Background: an optimization exercise with open tools, aiming at small area, a short achievable clock period and few clock cycles per item. Do not read the settings as production practice. In this exercise RTL edits were held to simulation tests only and were not proved equivalent to the original.

== red ==
Design dot_product, start of the top module:
module dot_product #(
  parameter ADDR_WIDTH = 5,
  parameter WIDTH = 32
) (
  input clk,
  input rst,
  input [ADDR_WIDTH:0] len,
  input [WIDTH-1:0] a_data,
  input a_valid,
  output reg a_ready,
  input [WIDTH-1:0] b_data,
  input b_valid,
  output reg b_ready,
  output [WIDTH-1:0] c_data,
  output reg c_valid,
  input c_ready
);
clock: 10.0 ns
lec_check: 0
cap_margin: 20
core_margin: 2
core_utilization: 40
place_density: 0.6
slew_margin: 20
standard.sh (not shown) runs the stock make flow with config.mk's settings and CLKGATE_MAP_FILE= SYNTH_SCRIPT=/design/flow/synth_recipe.tcl, a recipe that flattens the netlist after the stock synthesis.
==> flow/flow/run.sh <==
#!/bin/bash
# Own layout flow: the standard layout (standard synthesis, floorplan,
# placement, CTS, routing) run through standard.sh, with extra make settings
# read from flow/make_args.txt (one VAR=value per line). They set how hard
# timing repair works (a setup slack margin, so that repair keeps shortening
# the critical paths after the 10 ns clock is met) and which buffer cell
# buffers the ports. The design's clock and I/O constraints are unchanged.
# make's full output goes to flow_make.log here; each ORFS step also keeps
# its own log under orfs/logs/.
set -euo pipefail
cd "$(dirname "$0")/.."
args=()
while IFS= read -r line || [[ -n "$line" ]]; do
  [[ -z "$line" || "$line" == \#* ]] && continue
  args+=("$line")
done < flow/make_args.txt
bash standard.sh "${args[@]}" finish > flow_make.log 2>&1
==> flow/flow/make_args.txt <==
SETUP_SLACK_MARGIN=7.2
BUFFER_PORTS_ARGS=-buffer_cell sky130_fd_sc_hd__buf_2
red ended with every stage complete and zero timing, DRC or antenna violations.
Testbench counts of red, summed over its fixed seeds: cycles 10,109, items 512.
Inputs modified between red and blue:
==> flow/flow/make_args.txt <==
SETUP_SLACK_MARGIN=6.9
BUFFER_PORTS_ARGS=-buffer_cell sky130_fd_sc_hd__buf_2
[summary]
- Looking only at maximum clock skew at final layout, and setting everything else aside, the lower value of red and blue goes to red.
- Diff red -> blue: smallest setup slack after layout saw a decrease; sequential cell area share has increased.


Another version of the RTL of dot_product (not shown whole).
For scale: ~240 flip-flops, about 110 I/O pins, ~0.019 mm2 of cells after synthesis.
==> flow/config.mk <==
export PLATFORM = sky130hd
export DESIGN_NAME = dot_product
export DESIGN_NICKNAME = dot_product
export VERILOG_FILES = /design/flow/design.v
export SDC_FILE = /design/flow/constraint.sdc
export NUM_CORES = 4
export LEC_CHECK = 0
export CAP_MARGIN = 20
export CORE_MARGIN = 2
export CORE_UTILIZATION = 40
export CTS_CLUSTER_DIAMETER = 100
export CTS_CLUSTER_SIZE = 30
export PLACE_DENSITY = 0.6
export SLEW_MARGIN = 20
==> flow/constraint.sdc <==
create_clock -name core_clock -period 10.0 [get_ports {clk}]
set_input_delay 2.0000 -clock core_clock [delete_from_list [all_inputs] [get_ports {clk}]]
set_output_delay 2.0000 -clock core_clock [all_outputs]
set_load 0.01 [all_outputs]
==> flow/flow/run.sh <==
#!/bin/bash
# Own layout flow: the standard layout (standard synthesis, floorplan,
# placement, CTS, routing) with the timing repair steps aiming at a setup
# slack margin below the clock period, so that repair keeps shortening the
# critical paths instead of stopping once the 10 ns clock is met.
# The design's clock and I/O constraints are used unchanged.
set -euo pipefail
cd "$(dirname "$0")/.."
MARGIN=$(cat flow/margin.txt)
bash standard.sh SETUP_SLACK_MARGIN="$MARGIN" finish > flow_make.log 2>&1
==> flow/flow/margin.txt <==
7.0
Testbench counts at the start, summed over its fixed seeds: cycles 10,109, items 512.
==> next run, changes <==
==> flow/flow/margin.txt (replaced) <==
6.6
--- a/flow/config.mk
+++ b/flow/config.mk
@@ -10,4 +10,2 @@
 export CORE_UTILIZATION = 40
-export CTS_CLUSTER_DIAMETER = 100
-export CTS_CLUSTER_SIZE = 30
 export PLACE_DENSITY = 0.6
What happened: Hold slack degrades by 0.018 ns. Area after synthesis is unchanged. Setup slack loses 0.027 ns. Fmax drops by about 0.8%. Wire length falls by 3.5%.


Another version of the RTL of dot_product (not shown whole).
Size: roughly 2,100 cells after synthesis.
clock: 10.0 ns
lec_check: 0
cap_margin: 0
core_margin: 2
core_utilization: 40
place_density: 0.6
slew_margin: 0
==> flow/flow/run.sh <==
#!/bin/bash
# Own layout flow: the standard layout (standard synthesis, floorplan,
# placement, CTS, routing) run through standard.sh, with extra make settings
# read from flow/make_args.txt (one VAR=value per line). They set how hard
# timing repair works (a setup slack margin, so that repair keeps shortening
# the critical paths after the 10 ns clock is met) and which buffer cell
# buffers the ports. The design's clock and I/O constraints are unchanged.
# make's full output goes to flow_make.log here; each ORFS step also keeps
# its own log under orfs/logs/.
set -euo pipefail
cd "$(dirname "$0")/.."
args=()
while IFS= read -r line || [[ -n "$line" ]]; do
  [[ -z "$line" || "$line" == \#* ]] && continue
  args+=("$line")
done < flow/make_args.txt
bash standard.sh "${args[@]}" finish > flow_make.log 2>&1
==> flow/flow/make_args.txt <==
SETUP_SLACK_MARGIN=6.6
BUFFER_PORTS_ARGS=-buffer_cell sky130_fd_sc_hd__buf_2
The baseline finished clean.
Testbench counts at the start, summed over its fixed seeds: cycles 10,109, items 512.
Then changed:
--- a/flow/config.mk
+++ b/flow/config.mk
@@ -8 +8 @@
-export CAP_MARGIN = 0
+export CAP_MARGIN = 5
@@ -11,2 +11,2 @@
-export PLACE_DENSITY = 0.6
-export SLEW_MARGIN = 0
+export PLACE_DENSITY = 0.65
+export SLEW_MARGIN = 5
=> The changed run completed without violations; global-route usage stays flat; utilization rises by 0.28 points; hold slack stays flat; cell area rises by 0.61%; routed wire length rises by 0.62%; sequential cell count does not change; sequential share of layout area falls by 0.14 points; maximum frequency falls by 0.78%; worst setup slack degrades by 0.026 ns.
Then changed:
==> flow/flow/make_args.txt (replaced) <==
SETUP_SLACK_MARGIN=6.65
BUFFER_PORTS_ARGS=-buffer_cell sky130_fd_sc_hd__buf_2
--- a/flow/config.mk
+++ b/flow/config.mk
@@ -11 +11 @@
-export PLACE_DENSITY = 0.65
+export PLACE_DENSITY = 0.6
Result:
- fmax is higher by 1.2%
- sequential share of layout area barely changes
- worst hold slack gets better by 0.0077 ns
- synthesized area does not change
- clock-buffer cell count is higher by 6
- global-route usage barely changes

-- afterwards: timing with drivers on the ports --
The results above use ideal ports. As a check the final layouts listed here were re-extracted and re-timed, cells and wires unchanged.
Step 1 (the two cells are an assumption about what drives the block):
set clk [get_ports {clk}]
set_driving_cell -lib_cell sky130_fd_sc_hd__clkbuf_16 $clk
set_driving_cell -lib_cell sky130_fd_sc_hd__buf_2 [delete_from_list [all_inputs] $clk]
Step 2 times the ports against the registers' clock, not the clock port: input delays grow and output delays shrink by t, the midpoint of the rising clock arrivals with the driver on.
Slacks: ideal / step 1 / step 2; pairs: ideal / step 1.
run	t, ns	setup WS [ns]	hold WS [ns]	clock arrival spread, ns
red	0.617	6.680 / 6.680 / 6.421	0.465 / 0.465 / 0.465	0.024 / 0.023
blue	0.611	6.579 / 6.579 / 6.334	0.468 / 0.468 / 0.468	0.035 / 0.035
the first run of note 2	0.554	6.528 / 6.528 / 6.528	0.536 / 0.536 / 0.536	0.032 / 0.032
the second run of note 2	0.625	6.501 / 6.501 / 6.501	0.518 / 0.518 / 0.518	0.021 / 0.021
the first run of note 3	0.623	6.713 / 6.684 / 6.490	0.524 / 0.524 / 0.524	0.016 / 0.015
the second run of note 3	0.615	6.687 / 6.650 / 6.470	0.525 / 0.525 / 0.525	0.015 / 0.016
the third run of note 3	0.622	6.726 / 6.726 / 6.486	0.533 / 0.533 / 0.533	0.014 / 0.014
After both steps every run listed still meets setup and hold. For red, which loses most, drivers alone change the setup slack by 0.000 ns; drivers and shift together by -0.259 ns.
